Background: an optimization exercise with open tools, aiming at small area. Do not read the settings as production practice.
Function was checked by simulation only, so behaviour that the tests miss may differ from the original.
Power and IR drop assume default switching activity.

--- config.mk ---
export PLATFORM = sky130hd
export DESIGN_NAME = top_sdh_proc
export DESIGN_NICKNAME = top_sdh_proc
export VERILOG_FILES = /design/flow/design.v
export SDC_FILE = /design/flow/constraint.sdc
export NUM_CORES = 4
export LEC_CHECK = 0
export CAP_MARGIN = 20
export CORE_MARGIN = 2
export CORE_UTILIZATION = 40
export SLEW_MARGIN = 20
--- run.sh ---
#!/bin/bash
# synth_recipe.tcl (not shown) runs the flow's synth.tcl, then flattens the netlist and writes it again
# the make line also repeats each setting of config.mk as NAME=value (left out here)
make -C /OpenROAD-flow-scripts/flow DESIGN_CONFIG=/design/flow/config.mk WORK_HOME=/design/flow/orfs CLKGATE_MAP_FILE= SYNTH_SCRIPT=/design/flow/synth_recipe.tcl finish
--- constraint.sdc ---
create_clock -name core_clock -period 5.0 [get_ports {sdh_clk}]
set_input_delay 1.0000 -clock core_clock [delete_from_list [all_inputs] [get_ports {sdh_clk}]]
set_output_delay 1.0000 -clock core_clock [all_outputs]
set_load 0.01 [all_outputs]
--- design.v ---
`timescale 1ns/1ps
module b1_calculation
       (
        rst_n,
        sdh_clk, 
		    tx_int_scram_data,
		    start_of_frame_d1,
		    b1_cal
       );
input           rst_n, sdh_clk    ; 
input           start_of_frame_d1 ;
input    [7:0]  tx_int_scram_data ;
output   [7:0]  b1_cal ;
reg      [7:0]  b1_cal ;
reg      [7:0]  b1_cal_temp;
  always@(negedge rst_n or posedge sdh_clk)
  begin
	  if(!rst_n)
	  	b1_cal_temp <= 8'd0;
	  else
	  begin
	  	if( start_of_frame_d1 )
	      b1_cal_temp  <= tx_int_scram_data;
	    else
        b1_cal_temp  <= b1_cal_temp ^ tx_int_scram_data;
    end
	end
  always@(negedge rst_n or posedge sdh_clk)
  begin
	  if(!rst_n)
	  	b1_cal <= 8'd0;
	  else
	  begin
	  	if( start_of_frame_d1 )
	      b1_cal  <= b1_cal_temp;
    end
	end
endmodule
`timescale 1 ns/1ps
module tx_scram (
		rst_n, 
		sdh_clk, 
		start_of_frame,
		tx_no_scramble_data,
		tx_scramb_en,
		sdh_gtx_fifo_data,
		sdh_gtx_fifo_wen,
		tx_int_scram_data,
		start_of_frame_d1
	);
	input			        rst_n, sdh_clk     ;
	input			        tx_scramb_en       ;
	input             start_of_frame     ;
	input  [7:0]		  tx_no_scramble_data;
	output [31:0]	    sdh_gtx_fifo_data  ;
	output            sdh_gtx_fifo_wen   ;
	output [7:0]      tx_int_scram_data  ;
	output            start_of_frame_d1  ;
	reg    [31:0]		  sdh_gtx_fifo_data  ;
	reg               sdh_gtx_fifo_wen   ;
	reg               start_of_frame_d1  ;
  reg    [7:0]	    tx_scramb_byte;
  reg    [7:0]	    tx_int_scram_data;
  reg               sdh_gtx_fifo_wen_p2,   sdh_gtx_fifo_wen_p1;
  always@(negedge rst_n or posedge sdh_clk)
  	begin
		if(!rst_n)
			tx_scramb_byte <= 8'd0;
		else
			begin
				if(!tx_scramb_en)
					tx_scramb_byte <= 8'hfe;
				else
					begin
						tx_scramb_byte[7] <= tx_scramb_byte[6] ^ tx_scramb_byte[5];
						tx_scramb_byte[6] <= tx_scramb_byte[5] ^ tx_scramb_byte[4];
						tx_scramb_byte[5] <= tx_scramb_byte[4] ^ tx_scramb_byte[3];
						tx_scramb_byte[4] <= tx_scramb_byte[3] ^ tx_scramb_byte[2];
						tx_scramb_byte[3] <= tx_scramb_byte[2] ^ tx_scramb_byte[1];
						tx_scramb_byte[2] <= tx_scramb_byte[1] ^ tx_scramb_byte[0];
						tx_scramb_byte[1] <= tx_scramb_byte[0] ^ (tx_scramb_byte[6] ^ tx_scramb_byte[5]);
						tx_scramb_byte[0] <= tx_scramb_byte[6] ^ tx_scramb_byte[4];
					end
			end
	end
always@(negedge rst_n or posedge sdh_clk)
	begin
		if(!rst_n)
		begin
			tx_int_scram_data <= 16'd0;
			start_of_frame_d1 <= 1'b0;
		end
		else
			begin
				if(tx_scramb_en)
					tx_int_scram_data <= tx_no_scramble_data ^ tx_scramb_byte;
				else
					tx_int_scram_data <= tx_no_scramble_data;
				start_of_frame_d1 <= start_of_frame;
			end
	end
reg   [1:0]     btye_cnt     ;
always@(negedge rst_n or posedge sdh_clk)
	begin
		if(!rst_n)
		begin
			sdh_gtx_fifo_data <= 32'd0;
			btye_cnt <= 2'd0;
			sdh_gtx_fifo_wen_p2 <= 1'b0;
			sdh_gtx_fifo_wen_p1 <= 1'b0;
			sdh_gtx_fifo_wen <= 1'b0;
		end
		else
			begin
				btye_cnt <= btye_cnt + 1'b1;
				if(btye_cnt == 2'd3)
				  sdh_gtx_fifo_wen_p2 <= 1'b1;
				else
				  sdh_gtx_fifo_wen_p2 <= 1'b0;
				sdh_gtx_fifo_wen_p1 <= sdh_gtx_fifo_wen_p2  ;
				sdh_gtx_fifo_wen    <= sdh_gtx_fifo_wen_p1  ;
				sdh_gtx_fifo_data <= {sdh_gtx_fifo_data[23:0], tx_int_scram_data};
			end
	end
 endmodule
`timescale 1ns/1ps
module tx_sdh_framer 
           (
                   input             rst_n,
                   input             sdh_clk, 
                   input [7:0]       sdh_tx_din,
                   output reg        sdh_tx_din_req, 
                   input [7:0]       b1_cal,
				           output reg [7:0]	 tx_no_scramble_data,
				           output reg        start_of_frame,
				           output reg        tx_scramb_en
            			);
reg [1:0]			stm_mu_cnt;
reg [8:0]			stm_col; 	 
reg [3:0]			stm_row; 	 
always @(posedge sdh_clk or negedge rst_n)
begin
  if(!rst_n)
  	 stm_mu_cnt <= 2'b00;
  else
	   stm_mu_cnt <= stm_mu_cnt + 1'b1;
end		
always @(posedge sdh_clk or negedge rst_n)
begin
  if(!rst_n)
	  stm_col <= 9'd0;
  else
  begin
	if((stm_mu_cnt == 2'd3)&&(stm_col == 9'd269))
	  stm_col <= 9'd0;
	else if(stm_mu_cnt == 2'd3)
	  stm_col <= stm_col + 1'b1;
  end
end		
always @(posedge sdh_clk or negedge rst_n)
begin
  if(!rst_n)
	stm_row <= 4'd0;
  else
  begin
	if ((stm_mu_cnt == 2'd3)&&(stm_col  == 9'd269)&&(stm_row == 4'd8))
	  stm_row <= 4'd0;
	else if ((stm_mu_cnt == 2'd3)&&(stm_col  == 9'd269))
	  stm_row <= stm_row + 1'b1;
  end
end		
always @(posedge sdh_clk or negedge rst_n)
begin
  if(!rst_n)
	  sdh_tx_din_req <= 1'b0;                    
  else
	begin
	  if((stm_mu_cnt == 2'd2)&&(stm_col == 9'd269))
	    sdh_tx_din_req <= 1'b0;
	  else if((stm_mu_cnt == 2'd2)&&(stm_col == 9'd8))
		  sdh_tx_din_req <= 1'b1;
	end
end		
always @(posedge sdh_clk or negedge rst_n)
begin
  if(!rst_n)
  begin
	  tx_no_scramble_data <= 8'd0;
	  start_of_frame <= 1'b0;
	  tx_scramb_en <= 1'b0;
  end
  else
  begin
    if(stm_row == 4'd0 && stm_col <= 9'd2)
      tx_no_scramble_data <= 8'hf6;
    else if(stm_row == 4'd0 &&stm_col <= 9'd5)
      tx_no_scramble_data <= 8'h28;
    else if((stm_row == 4'd1) && (stm_col == 9'd0)&&(stm_mu_cnt == 2'd0))
      tx_no_scramble_data <= b1_cal ;
    else if(stm_col >= 9'd9)
      tx_no_scramble_data <= sdh_tx_din;
    else
      tx_no_scramble_data <= 8'h55;
    if((stm_row == 4'd0) && (stm_col == 9'd0)&&(stm_mu_cnt == 2'd0))   
      start_of_frame <= 1'b1;
    else
      start_of_frame <= 1'b0;
    if(stm_row == 4'd0 && stm_col <= 9'd8)   
      tx_scramb_en <= 1'b0;
    else
      tx_scramb_en <= 1'b1;
  end
end	
endmodule
`timescale 1ns/1ps
module sdh_transmitter 
           (
                   input             rst_n,
                   input             sdh_clk, 
                   input [7:0]       sdh_tx_din,
                   output            sdh_tx_din_req,    
		               output [31:0]	   sdh_gtx_fifo_data  ,
	                 output            sdh_gtx_fifo_wen   
            			);
wire   [7:0]	  tx_no_scramble_data        ;
wire            tx_scramb_en    ;
wire            start_of_frame  ,start_of_frame_d1;
wire   [7:0]    tx_int_scram_data   ;
wire   [7:0]    b1_cal ;
tx_sdh_framer  U_tx_sdh_framer 
           (
            .rst_n         (rst_n),
            .sdh_clk       (sdh_clk),
            .sdh_tx_din    (sdh_tx_din  ), 
            .sdh_tx_din_req(sdh_tx_din_req), 
            .b1_cal        (b1_cal),
			      .tx_no_scramble_data      (tx_no_scramble_data),
			      .start_of_frame           (start_of_frame),
			      .tx_scramb_en             (tx_scramb_en)
             );
tx_scram  U_tx_scram (
		.rst_n                   (rst_n),
		.sdh_clk                 (sdh_clk),
		.tx_no_scramble_data     (tx_no_scramble_data),
    .start_of_frame          (start_of_frame),
		.tx_scramb_en            (tx_scramb_en),
		.sdh_gtx_fifo_data       (sdh_gtx_fifo_data),
		.sdh_gtx_fifo_wen        (sdh_gtx_fifo_wen),
		.tx_int_scram_data       (tx_int_scram_data),
		.start_of_frame_d1       (start_of_frame_d1)
	);
b1_calculation  U_b1_calculation
       (
        .rst_n             (rst_n),
        .sdh_clk           (sdh_clk), 
		    .tx_int_scram_data (tx_int_scram_data),
		    .start_of_frame_d1 (start_of_frame_d1),
		    .b1_cal            (b1_cal)
       );
endmodule
`timescale 1ns/1ps
module b1_check
       (
        rst_n,
        sdh_clk, 
		    rec_b1 ,
		    b1_valid_d2,
		    rx_1st_byte_valid,
		    rx_rec_data,
		    b1_err
       );
input           rst_n, sdh_clk    ; 
input           b1_valid_d2  ;
input    [7:0]  rec_b1       ;
input           rx_1st_byte_valid;
input    [7:0]  rx_rec_data ;
output          b1_err ;
reg      [7:0]  b1_cal ;
reg      [7:0]  b1_cal_temp;
reg             b1_err ;
  always@(negedge rst_n or posedge sdh_clk)
  begin
	  if(!rst_n)
	  	b1_cal_temp <= 8'd0;
	  else
	  begin
	  	if( rx_1st_byte_valid )
	      b1_cal_temp  <= rx_rec_data;
	    else
        b1_cal_temp  <= b1_cal_temp ^ rx_rec_data;
    end
	end
  always@(negedge rst_n or posedge sdh_clk)
  begin
	  if(!rst_n)
	  	b1_cal <= 8'd0;
	  else
	  begin
	  	if( rx_1st_byte_valid )
	      b1_cal  <= b1_cal_temp;
    end
	end
  always@(negedge rst_n or posedge sdh_clk)
  begin
	  if(!rst_n)
	  	b1_err <= 1'b0;
	  else
	  begin
	  	if( b1_valid_d2 && (rec_b1!=b1_cal))
	      b1_err <= 1'b1;
	    else
	      b1_err <= 1'b0;
    end
	end
endmodule
`timescale 1ns/1ps
module rx_descram (
		rst_n, 
		sdh_clk, 
		rx_rec_data,
		rx_data_vld,
		b1_valid,
		rx_cpu_en, 
		rx_los_en, 
		rx_lof_en, 
		rx_oof_en,
		rx_stm_los, 
		rx_stm_oof, 
		rx_stm_lof,
		rx_descramb_en,
		rx_int_data,
		rx_int_data_vld,
		rec_b1 ,    
		b1_valid_d2
	);
	input			      rst_n, sdh_clk;
	input			      rx_cpu_en, rx_los_en, rx_lof_en, rx_oof_en;
	input			      rx_stm_los, rx_stm_oof, rx_stm_lof;
	input			      rx_descramb_en, rx_data_vld;
	input           b1_valid ;
	input  [7:0]		rx_rec_data;
	output [7:0]		rx_int_data;
	output          rx_int_data_vld ;
	output [7:0]		rec_b1;
	output          b1_valid_d2 ;
	reg    [7:0]		rx_int_data;
	reg             rx_int_data_vld, b1_valid_d2 ;
	reg    [7:0]		rec_b1;
  reg			          rx_ais_en;	
  reg      [7:0]	  rx_descramb_byte;
  reg               b1_valid_d1 ;
always@(negedge rst_n or posedge sdh_clk)
	begin
		if(!rst_n)
			rx_ais_en <= 1'd0;
		else
			rx_ais_en <=   rx_lof_en & rx_stm_lof ;
	end
  always@(negedge rst_n or posedge sdh_clk)
  	begin
		if(!rst_n)
			rx_descramb_byte <= 8'd0;
		else
			begin
				if(!rx_descramb_en)
					rx_descramb_byte <= 8'hfe;
				else
					begin
						rx_descramb_byte[7] <= rx_descramb_byte[6] ^ rx_descramb_byte[5];
						rx_descramb_byte[6] <= rx_descramb_byte[5] ^ rx_descramb_byte[4];
						rx_descramb_byte[5] <= rx_descramb_byte[4] ^ rx_descramb_byte[3];
						rx_descramb_byte[4] <= rx_descramb_byte[3] ^ rx_descramb_byte[2];
						rx_descramb_byte[3] <= rx_descramb_byte[2] ^ rx_descramb_byte[1];
						rx_descramb_byte[2] <= rx_descramb_byte[1] ^ rx_descramb_byte[0];
						rx_descramb_byte[1] <= rx_descramb_byte[0] ^ (rx_descramb_byte[6] ^ rx_descramb_byte[5]);
						rx_descramb_byte[0] <= rx_descramb_byte[6] ^ rx_descramb_byte[4];
					end
			end
	end
always@(negedge rst_n or posedge sdh_clk)
	begin
		if(!rst_n)
		begin
			rx_int_data <= 8'd0;
			rx_int_data_vld <= 1'b0;
		end
		else
			begin
				if(rx_ais_en)
					rx_int_data <= 8'hff;
				else if(rx_descramb_en)
					rx_int_data <= rx_rec_data ^ rx_descramb_byte;
				else
					rx_int_data <= rx_rec_data;
			  rx_int_data_vld <= rx_data_vld ;
			end
	end
  always@(negedge rst_n or posedge sdh_clk)
	begin
		if(!rst_n)
		begin
			rec_b1 <= 8'd0;
			b1_valid_d1 <= 1'b0;
			b1_valid_d2 <= 1'b0;
		end
		else
			begin
				if(b1_valid_d1)
					rec_b1 <= rx_int_data;
			  b1_valid_d1 <= b1_valid ;
			  b1_valid_d2 <= b1_valid_d1 ;
			end
	end
  endmodule
`timescale 1ns/1ps
module rx_byte_framer (
        	rst_n, 
        	sdh_clk, 
        	rx_data_i,
        	rx_rec_data_o, 
        	rx_1st_byte_valid,
        	b1_valid,
        	rx_descramb_en, 
        	rx_data_vld,
        	rx_stm_oof, 
        	rx_stm_lof
        );
	input 		      rst_n,  sdh_clk ;
	input    [7:0]	rx_data_i;
	output    		  rx_descramb_en;
	output   [7:0]  rx_rec_data_o;
	output          rx_1st_byte_valid;
	output          rx_data_vld;
  output          b1_valid ;
	output   		    rx_stm_oof, rx_stm_lof;
reg     [7:0]	  rx_rec_data_o;
reg     [7:0]	  rx_data_d1;
reg 	   		    cont_2frm_ok_flag;
wire    [7:0]	  rbyte_0, rbyte_1, rbyte_2, rbyte_3;
wire    [7:0]	  rbyte_4, rbyte_5, rbyte_6, rbyte_7;
wire    		    r_f6_0, r_f6_1, r_f6_2, r_f6_3, r_f6_4, r_f6_5, r_f6_6, r_f6_7;
wire    		    r_28_0, r_28_1, r_28_2, r_28_3, r_28_4, r_28_5, r_28_6, r_28_7;
wire    		    r_f6_int;
reg	    		    r_f6, r_28, rsel_equ, r_byte_pos_int;
reg     [2:0]	  rsel_cur, rsel_last, rsel_end, actual_loc_code;
reg     [4:0]   cont_frm_fnd_cnt;	
reg     			  rsch_sta;
reg     [1:0]   alarm_sta;
reg     [3:0]	  rsch_cnt;
reg     [4:0]	  cont_frm_lost_cnt;
reg     [13:0]	framer_cnt;
reg			        framer_cnt_tc;
reg     [1:0]		stm_mu_cnt;
reg     [8:0]		stm_col; 	 
reg     [3:0]		stm_row; 	 
parameter 	SDH_SEARCH_A1	= 1'b0 ,
          	SDH_SEARCH_A2	= 1'b1 ;
parameter   SDH_ALARM_LOF  = 2'd0 ,
            SDH_ALARM_NORM = 2'd1 ,
            SDH_ALARM_OOF  = 2'd2 ;
parameter   FRM_TOTAL_BYTE_NUM = 14'd9718 ;   
parameter   RSCH_NUM           = 4'd11    ;   
always@( negedge rst_n or posedge sdh_clk)
	begin
		if(!rst_n)
			rx_data_d1 <= 8'd0;
		else 
			rx_data_d1 <= rx_data_i;
	end
assign rbyte_0 =   rx_data_d1;
assign rbyte_1 = { rx_data_d1[6:0], rx_data_i[7]};
assign rbyte_2 = { rx_data_d1[5:0], rx_data_i[7:6]};
assign rbyte_3 = { rx_data_d1[4:0], rx_data_i[7:5]};
assign rbyte_4 = { rx_data_d1[3:0], rx_data_i[7:4]};
assign rbyte_5 = { rx_data_d1[2:0], rx_data_i[7:3]};
assign rbyte_6 = { rx_data_d1[1:0], rx_data_i[7:2]};
assign rbyte_7 = { rx_data_d1[0],   rx_data_i[7:1]};
assign r_f6_0 = ( rbyte_0 == 8'hf6) ? 1'b1 : 1'b0;
assign r_f6_1 = ( rbyte_1 == 8'hf6) ? 1'b1 : 1'b0;
assign r_f6_2 = ( rbyte_2 == 8'hf6) ? 1'b1 : 1'b0;
assign r_f6_3 = ( rbyte_3 == 8'hf6) ? 1'b1 : 1'b0;
assign r_f6_4 = ( rbyte_4 == 8'hf6) ? 1'b1 : 1'b0;
assign r_f6_5 = ( rbyte_5 == 8'hf6) ? 1'b1 : 1'b0;
assign r_f6_6 = ( rbyte_6 == 8'hf6) ? 1'b1 : 1'b0;
assign r_f6_7 = ( rbyte_7 == 8'hf6) ? 1'b1 : 1'b0;
assign r_28_0 = ( rbyte_0 == 8'h28) ? 1'b1 : 1'b0;
assign r_28_1 = ( rbyte_1 == 8'h28) ? 1'b1 : 1'b0;
assign r_28_2 = ( rbyte_2 == 8'h28) ? 1'b1 : 1'b0;
assign r_28_3 = ( rbyte_3 == 8'h28) ? 1'b1 : 1'b0;
assign r_28_4 = ( rbyte_4 == 8'h28) ? 1'b1 : 1'b0;
assign r_28_5 = ( rbyte_5 == 8'h28) ? 1'b1 : 1'b0;
assign r_28_6 = ( rbyte_6 == 8'h28) ? 1'b1 : 1'b0;
assign r_28_7 = ( rbyte_7 == 8'h28) ? 1'b1 : 1'b0;
assign r_f6_int = r_f6_0 | r_f6_1 | r_f6_2 | r_f6_3 |
			            r_f6_4 | r_f6_5 | r_f6_6 | r_f6_7;
always@( negedge rst_n or posedge sdh_clk)
	begin
		if(!rst_n)
			begin
				rsel_cur <= 3'b0;
				rsel_last <= 3'b0;
			end
		else
			begin
				rsel_last <= rsel_cur;
				if(r_f6_int)
					begin
						rsel_cur[0] <= r_f6_1 | r_f6_3 | r_f6_5 | r_f6_7;
						rsel_cur[1] <= r_f6_2 | r_f6_3 | r_f6_6 | r_f6_7;
						rsel_cur[2] <= r_f6_4 | r_f6_5 | r_f6_6 | r_f6_7;
					end
			end
	end
always@( negedge rst_n or posedge sdh_clk )
	begin
		if(!rst_n)
			begin
				r_28 <= 1'b0;
				r_f6 <= 1'b0;
			end
		else
			begin
				r_f6 <= r_f6_int;
				case(rsel_cur)
					3'b000 : r_28  <= r_28_0;
					3'b001 : r_28  <= r_28_1;
					3'b010 : r_28  <= r_28_2;
					3'b011 : r_28  <= r_28_3;
					3'b100 : r_28  <= r_28_4;
					3'b101 : r_28  <= r_28_5;
					3'b110 : r_28  <= r_28_6;
					3'b111 : r_28  <= r_28_7;
					default: r_28  <= r_28_0;
				endcase
			end
	end
always@(*)
	begin
		if( rsel_cur == rsel_last )
			rsel_equ = 1'b1;
		else
			rsel_equ = 1'b0;
	end
always@( negedge rst_n or posedge sdh_clk)
	begin
		if(!rst_n)
			rsch_sta <= SDH_SEARCH_A1;
		else
			case(rsch_sta)
				SDH_SEARCH_A1 :
					if(r_f6)
						begin
							if(rsel_equ)
								begin
									if(rsch_cnt == RSCH_NUM)
										rsch_sta <= SDH_SEARCH_A2;
								end
						end
				SDH_SEARCH_A2 :
					if(r_28)
						begin
							if(rsch_cnt == RSCH_NUM )
								rsch_sta <= SDH_SEARCH_A1;
						end
					else if((rsch_cnt == 4'd0) && r_f6 && rsel_equ)
					  rsch_sta <= SDH_SEARCH_A2;
					else
						rsch_sta <= SDH_SEARCH_A1;
				default : rsch_sta <= SDH_SEARCH_A1;
			endcase
	end
always@( negedge rst_n or posedge sdh_clk)
	begin
		if(!rst_n)
			rsch_cnt <= 4'd0;
		else 
			case(rsch_sta)
				SDH_SEARCH_A1 :
					if(r_f6)
						begin
							if(rsel_equ)
								begin
									if(rsch_cnt == RSCH_NUM)
									  rsch_cnt <= 4'd0;
									else
										rsch_cnt <= rsch_cnt + 1'b1;
								end
							else
								rsch_cnt <= 4'd1;
						end
					else
						rsch_cnt <= 4'd0;
				SDH_SEARCH_A2 :
					if(r_28)
						begin
							if(rsch_cnt == RSCH_NUM )
								rsch_cnt <= 4'd0;
							else
								rsch_cnt <= rsch_cnt + 1'b1;
						end
					else
						begin
							if(r_f6 && (rsch_cnt!=4'd0))
								rsch_cnt <= 4'd1;
							else
								rsch_cnt <= 4'd0;
						end
				default : rsch_cnt <= 4'd0;
			endcase
	end
always@( negedge rst_n or posedge sdh_clk)
	begin
		if(!rst_n)
			r_byte_pos_int <= 1'b0;
		else 
			begin
				if( (rsch_sta == SDH_SEARCH_A2) && r_28 && (rsch_cnt == RSCH_NUM ) )
					r_byte_pos_int <= 1'b1;
				else
					r_byte_pos_int <= 1'b0;
			end
	end
always@( negedge rst_n or posedge sdh_clk)
	begin
		if(!rst_n)
			rsel_end <= 3'b0;
		else 
			begin
				if( (rsch_sta == SDH_SEARCH_A2) && r_28 && (rsch_cnt == RSCH_NUM ) )
					rsel_end <= rsel_cur;
			end
	end
always@( negedge rst_n or posedge sdh_clk)
	begin
		if(!rst_n)
			begin
				framer_cnt <= 12'd0;
				framer_cnt_tc <= 1'b0;
			end
		else 
			begin
				if(r_byte_pos_int)
					begin
						framer_cnt <= 14'd0;
						framer_cnt_tc <= 1'b0;
					end
				else
					begin
						if(framer_cnt == FRM_TOTAL_BYTE_NUM)
							framer_cnt_tc <= 1'b1;
						else
							framer_cnt_tc <= 1'b0;
						if(framer_cnt_tc)
							framer_cnt <= 14'd0;
						else
							framer_cnt <= framer_cnt + 1'b1;
					end
			end
	end
always@(negedge rst_n or posedge sdh_clk)
	begin
		if(!rst_n)
			cont_frm_fnd_cnt <= 5'd0;	
		else 
			begin
				if(r_byte_pos_int)
					begin
						if(cont_frm_fnd_cnt < 5'd31)	
							cont_frm_fnd_cnt <= cont_frm_fnd_cnt + 1'b1;
					end
				else if(framer_cnt_tc)
					cont_frm_fnd_cnt <= 5'd0;	
			end
	end
always@(negedge rst_n or posedge sdh_clk)
	begin
		if(!rst_n)
			cont_2frm_ok_flag <= 1'b0;
		else
			begin
				if(r_byte_pos_int && framer_cnt_tc && (cont_frm_fnd_cnt==5'd1))
					cont_2frm_ok_flag <= 1'b1;
				else
					cont_2frm_ok_flag <= 1'b0;
			end
	end
always@(negedge rst_n or posedge sdh_clk)
	begin
		if(!rst_n)
			actual_loc_code <= 3'b0;
		else 
			begin
				if(cont_2frm_ok_flag)
					actual_loc_code <= rsel_end;
			end
	end
always@( negedge rst_n or posedge sdh_clk)
	begin
		if(!rst_n)
			rx_rec_data_o <= 8'd0;
		else 
			begin
				case(actual_loc_code)
					3'b000 :  rx_rec_data_o <= rbyte_0;
					3'b001 :  rx_rec_data_o <= rbyte_1;
					3'b010 :  rx_rec_data_o <= rbyte_2;
					3'b011 :  rx_rec_data_o <= rbyte_3;
					3'b100 :  rx_rec_data_o <= rbyte_4;
					3'b101 :  rx_rec_data_o <= rbyte_5;
					3'b110 :  rx_rec_data_o <= rbyte_6;
					3'b111 :  rx_rec_data_o <= rbyte_7;
					default : rx_rec_data_o <= rbyte_0;
				endcase
			end
	end
always@(negedge rst_n or posedge sdh_clk)
	begin
		if(!rst_n)
			cont_frm_lost_cnt <= 5'd0;
		else 
			begin
				if(r_byte_pos_int && framer_cnt_tc)
					cont_frm_lost_cnt <= 5'd0;
				else if(framer_cnt_tc)
					begin
						if(cont_frm_lost_cnt < 5'd31)
							cont_frm_lost_cnt <= cont_frm_lost_cnt + 1'b1;
					end
			end
	end
always@( negedge rst_n or posedge sdh_clk)
	begin
		if(!rst_n)
			alarm_sta <= SDH_ALARM_LOF;
		else
			case(alarm_sta)
				SDH_ALARM_LOF :
				begin
					if (cont_frm_fnd_cnt >= 5'd8) 
					  alarm_sta <= SDH_ALARM_NORM;
				end
				SDH_ALARM_NORM :
				begin
					if (cont_frm_lost_cnt >= 5'd5)
					  alarm_sta <= SDH_ALARM_OOF;
				end
				SDH_ALARM_OOF:
				begin
					if (cont_frm_fnd_cnt >= 5'd2)
					  alarm_sta <= SDH_ALARM_NORM;
					else if (cont_frm_lost_cnt >= 5'd24)
					  alarm_sta <= SDH_ALARM_LOF;
				end
				default : alarm_sta <= SDH_ALARM_LOF;
			endcase
	end
	assign  rx_stm_oof  =  (alarm_sta != SDH_ALARM_NORM)?   1'b1 : 1'b0 ;
	assign	rx_stm_lof  =  (alarm_sta == SDH_ALARM_LOF)?    1'b1 : 1'b0 ;
always@(negedge rst_n or posedge sdh_clk)
	begin
		if(!rst_n)
  	  stm_mu_cnt <= 2'b00;
    else
    begin
    	if(cont_2frm_ok_flag)
    	  stm_mu_cnt <= 2'd2;
    	else
	      stm_mu_cnt <= stm_mu_cnt + 1'b1;
	  end
  end		
always@(negedge rst_n or posedge sdh_clk)
	begin
		if(!rst_n)
	    stm_col <= 9'd0;
    else
    begin
    	if(cont_2frm_ok_flag)
    	  stm_col <= 9'd6;
	    else if((stm_mu_cnt == 2'd3)&&(stm_col == 9'd269))
	      stm_col <= 9'd0;
	    else if(stm_mu_cnt == 3'd3)
	      stm_col <= stm_col + 1'b1;
    end
end		
always@(negedge rst_n or posedge sdh_clk)
	begin
		if(!rst_n)
	    stm_row <= 4'd0;
    else
    begin
    	if(cont_2frm_ok_flag)
    	  stm_row <= 4'd0;
	    else if ((stm_mu_cnt == 2'd3)&&(stm_col  == 9'd269)&&(stm_row == 4'd8))
	      stm_row <= 4'd0;
	    else if ((stm_mu_cnt == 2'd3)&&(stm_col  == 9'd269))
	      stm_row <= stm_row + 1'b1;
    end
end		
assign  rx_descramb_en    = ((stm_row==9'd0) && (stm_col<=9'd8))? 1'b0 : 1'b1;
assign  rx_data_vld       = (stm_col<=9'd8)? 1'b0 : 1'b1;
assign  rx_1st_byte_valid = ((stm_row==9'd0) && (stm_col==9'd0) && (stm_mu_cnt==2'd0))? 1'b1 : 1'b0;
assign  b1_valid          = ((stm_row==9'd1) && (stm_col==9'd0) && (stm_mu_cnt==2'd0))? 1'b1 : 1'b0;
endmodule
`timescale 1ns/1ps
module sdh_receiver 
           (
                   input             rst_n,
                   input             sdh_clk, 
                   input  [7:0]      gtx_sdh_fifo_rdata,
                   output [7:0]      rx_int_data,
                   output            rx_int_data_vld,
                   output            warn_out
            			);
wire   [7:0]     rx_rec_data     ;
wire         	   rx_stm_oof      ;
wire         	   rx_stm_lof      ;
wire             rx_data_vld     ;
wire   [7:0]     rec_b1          ;
wire             b1_valid_d2     ;
wire             rx_1st_byte_valid;
wire             b1_err ;
assign   warn_out = rx_stm_oof | rx_stm_lof | b1_err ;
rx_byte_framer U_rx_byte_framer (
		.rst_n              (rst_n             ),
		.sdh_clk            (sdh_clk           ),
		.rx_data_i          (gtx_sdh_fifo_rdata),
		.rx_rec_data_o      (rx_rec_data      ),
		.rx_descramb_en     (rx_descramb_en   ),
		.rx_data_vld        (rx_data_vld      ),
		.rx_1st_byte_valid  (rx_1st_byte_valid),
		.b1_valid           (b1_valid         ),
		.rx_stm_oof         (rx_stm_oof       ),
		.rx_stm_lof         (rx_stm_lof       )
	);
rx_descram  U_rx_descram (
		.rst_n          (rst_n),         
		.sdh_clk        (sdh_clk),
		.rx_rec_data    (rx_rec_data),
		.rx_data_vld    (rx_data_vld),
		.b1_valid       (b1_valid),
		.rx_cpu_en      (1'b0),
		.rx_los_en      (1'b0),
		.rx_lof_en      (1'b1),
		.rx_oof_en      (1'b1),
		.rx_stm_los     (1'b0),
		.rx_stm_oof     (rx_stm_oof),
		.rx_stm_lof     (rx_stm_lof),
		.rx_descramb_en (rx_descramb_en ),
		.rx_int_data    (rx_int_data    ),
		.rx_int_data_vld(rx_int_data_vld),
		.rec_b1         (rec_b1),    
		.b1_valid_d2    (b1_valid_d2)
	);
b1_check  U_b1_check
       (
        .rst_n              (rst_n  ),
        .sdh_clk            (sdh_clk), 
		    .rec_b1             (rec_b1),
		    .b1_valid_d2        (b1_valid_d2),
		    .rx_1st_byte_valid  (rx_1st_byte_valid),
		    .rx_rec_data        (rx_rec_data),
		    .b1_err             (b1_err)
       );
endmodule
`timescale 1ns/1ps
module top_sdh_proc 
           (
                   input             rst_n,
                   input             sdh_clk, 
                   input [7:0]       sdh_tx_din,
                   output            sdh_tx_din_req, 
  				         output [31:0]     sdh_gtx_fifo_data,
                   output            sdh_gtx_fifo_wen,
                   input  [7:0]      gtx_sdh_fifo_rdata,
                   output [7:0]      rx_int_data,
                   output            rx_int_data_vld,
                   output            warn_out
            			);
sdh_transmitter  U_sdh_transmitter 
     (
     .rst_n                (rst_n),
     .sdh_clk              (sdh_clk), 
     .sdh_tx_din           (sdh_tx_din  ),
     .sdh_tx_din_req       (sdh_tx_din_req),
		 .sdh_gtx_fifo_data    (sdh_gtx_fifo_data),
	   .sdh_gtx_fifo_wen     (sdh_gtx_fifo_wen )
   	);
sdh_receiver  U_sdh_receiver 
   (
     .rst_n              (rst_n),
     .sdh_clk            (sdh_clk), 
		 .gtx_sdh_fifo_rdata (gtx_sdh_fifo_rdata),
	   .rx_int_data        (rx_int_data       ),
	   .rx_int_data_vld    (rx_int_data_vld   ),
	   .warn_out           (warn_out          )
     );
endmodule
==> results.txt <==
==> Yosys cell counts, types with 7 or more instances <==
master,n,share of area
o21bai_1,7,0.0052
mux2_2,33,0.037
a31oi_1,9,0.0056
xnor2_1,53,0.046
nand3_1,28,0.014
a21oi_1,41,0.020
clkbuf_1,37,0.014
nor2_1,58,0.022
nand2_1,94,0.035
nand2b_1,21,0.013
or2_2,7,0.0044
xor2_1,23,0.020
nand4_1,12,0.0075
dfrtp_1,220,0.55
nor2b_1,19,0.012
inv_1,42,0.016
o21ai_0,44,0.022
ha_1,28,0.035
and3_1,9,0.0056
nor3_1,19,0.0095
nor4_1,7,0.0044
==> cell type report <==
cell class	instances	area [µm²]
clock buffer	29	628
clock inverter	12	149
fill	2223	12800
inverter	42	158
timing repair buffer	63	643
tap	324	405
multi-input combinational	624	4210
sequential	220	5510
==> cell families (layout without fill, tap and decap cells) <==
logic type,after synthesis,in the layout,share of synthesized area
AOI/OAI and AO/OA,165,165,0.107
muxes,41,41,0.0475
xor gates and xnor gates,76,76,0.0663
DFF,220,220,0.548
buffers and inverters,85,146,0.0333
and+or+nand+nor,314,314,0.163
adders and majority gates,28,28,0.0349
==> power by group <==
group / total (mW) / internal (mW) / switching, mW
clock network: 1.74 / 1.05 / 0.690
logic: 0.342 / 0.177 / 0.165
registers: 2.00 / 1.89 / 0.111
==> path summary, 6_finish.rpt <==
path	end	slack [ps]	cells after the start
min in group asynchronous	U_sdh_receiver.U_rx_byte_framer.rx_data_d1[0]	590	1
min	U_sdh_transmitter.U_tx_scram.start_of_frame_d1	350	0
min reg2reg	U_sdh_transmitter.U_tx_scram.start_of_frame_d1	350	0
max in group asynchronous	U_sdh_receiver.U_rx_byte_framer.stm_col[7]	3380	2
max	warn_out	2070	3
max reg2reg	U_sdh_receiver.U_b1_check.b1_cal[7]	2760	6
==> flip-flops by register name (all words and copies together) (netlist names), 9 cells and up <==
signal and flops:
U_sdh_transmitter.U_tx_sdh_framer.stm_col 9, U_sdh_receiver.U_rx_byte_framer.framer_cnt 14, U_sdh_transmitter.U_tx_scram.sdh_gtx_fifo_data 32, U_sdh_receiver.U_rx_byte_framer.stm_col 9
==> per-stage QoR <==
stage / cell area, µm² / setup slack (ps) / total power [mW] / util / std cells
6_report: 11700 / 2070 / 4.08 / 0.478 / 1314
5_1_grt: 11700 / 1990 / 4.27 / 0.478 / 1314
4_1_cts: 11700 / 2040 / 4.14 / 0.478 / 1314
3_5_place_dp: 10900 / 1820 / 2.38 / 0.446 / 1273
3_3_place_gp: 10900 / 1880 / 2.37 / 0.446 / 1273
2_1_floorplan: 10000 / 2590 / 2.24 / - / 929
==> metal layers <==
metal	wire [µm]	vias to the layer above	GRT usage
li1	-	3312	-
met1	9510	3307	0.231
met2	8910	137	0.237
met3	753	36	0.0224
met4	467	0	0.0382
met5	0	-	0
==> reports/metrics.csv <==
metric;value;unit
route.vias.total;6792;
cts_max_level;1;
start_util;0.411;
antenna_found_initial;0;
synthToLayoutAreaGrowth;16.4;%
setup_viol;0;
grt_pass1_vias;6617;
cp_num_buf_inv;1;
hold_start;U_sdh_transmitter.U_tx_sdh_framer.start_of_frame;
hold_buffers;0;
fp.dieW;162;µm
post-route-period-util;0.586;
max_stage_delay;470;ps
mostFrequentLayoutCell;dfrtp_1;
critPathSlowestCell;clkdlybuf4s50_1;
routed_wl;19600;µm
drive_gt1_frac;0.104;
hold_path.class;register to register;
crit_arrival;1930;ps
finClkSkew;15.2;ps
rsz0062_at_grt;no;
ys_seq_area_frac;0.548;
viasPerCell;5.17;
rows;57;
dpl.hpwl;13000;µm
crit_chain;nand2b_1 -> or2_2 -> clkdlybuf4s50_1;
drc;0;
maxCapViolations;0;
crit_family;simple AND/OR/NAND/NOR gates;
cts_setup_buffers;0;
post_drt_wl_per_cell;15.0;µm
syn_inst;929;
crit_fanout;4;
drv_slew;0;
coreArea;24500;µm²
antenna_left;0;
diodes;0;
port_buffers;61;
io_pins;62;
holdWs;345;ps
clkSlewWorstSetupHoldPaths;60;ps
layout_common_cells;dfrtp_1 (220), nand2_1 (94), clkdlybuf4s50_1 (60);
clk_latency;510;ps
drtIter0Drc;443;
ir_worst_vdd;0.000186;V
syn_area;10000;µm²
startpoint;U_sdh_receiver.U_rx_byte_framer.alarm_sta[1];
gp_congestion;0.816;
numCtsBuffers;23;
tightest_slew;1040;ps
overflow;0;
ctsResizeCount;0;
nets;1020;
ys_ff_latch;220;
grt_max_degree;124;
cp.required;4000;ps
synth_top_flop_cell;dfrtp_1;
clock_path_buffers;3;
fin_crit;2930;ps
numClockSinks;220;
finalSetupTns;0;ps
cp-start-kind;register;
r2r_start;U_sdh_receiver.U_rx_byte_framer.stm_mu_cnt[0];
synth-edff-count;0;
path_class;register to output port;
status;complete, no violations;
syn_area_per_cell;10.8;µm²
slew_headroom;0.301;
hold_violations;0;
cts_root_buf;clkbuf_16;
dr.pass1.iters;4;
grt_pass1_wl;33800;µm
leakage;5.06;nW
cts_tree;yes;
pwr_density_cell;349;nW/µm²
max_freq;342;MHz
synthArstFlopShare;1.00;
ys_warn_count;8;
die_y;162;µm
dieArea;26400;µm²
track_usage;0.154;
synth_cell_type_count;68;
synth_nets;975;
worst_setup_path_end_kind;output port;

==> what the ideal ports hide <==
How much do the figures lean on ideal ports? The routed layout below was timed once more, with nothing changed but the port constraints.
Step 1 sets driving cells, clkbuf_16 on the clock port and buf_2 on the other inputs (assumed; they add their load-dependent delay and slew).
Step 2 times the ports against the registers' clock, not the clock port: input delays grow and output delays shrink by t, the midpoint of the rising clock arrivals with the driver on.
a / b / c = ideal ports / drivers / drivers and shift; a / b = the first two.
t, ns: 0.542
setup WS [ns]: 2.072 / 2.029 / 1.737
worst setup path after step 2: input to register
latest minus earliest clock arrival (ns): 0.018 / 0.018
pins driven straight from the clock port: 1
After both steps this run still meets setup and hold. The setup slack of this run moves by -0.043 ns with the drivers and by -0.335 ns with both steps.
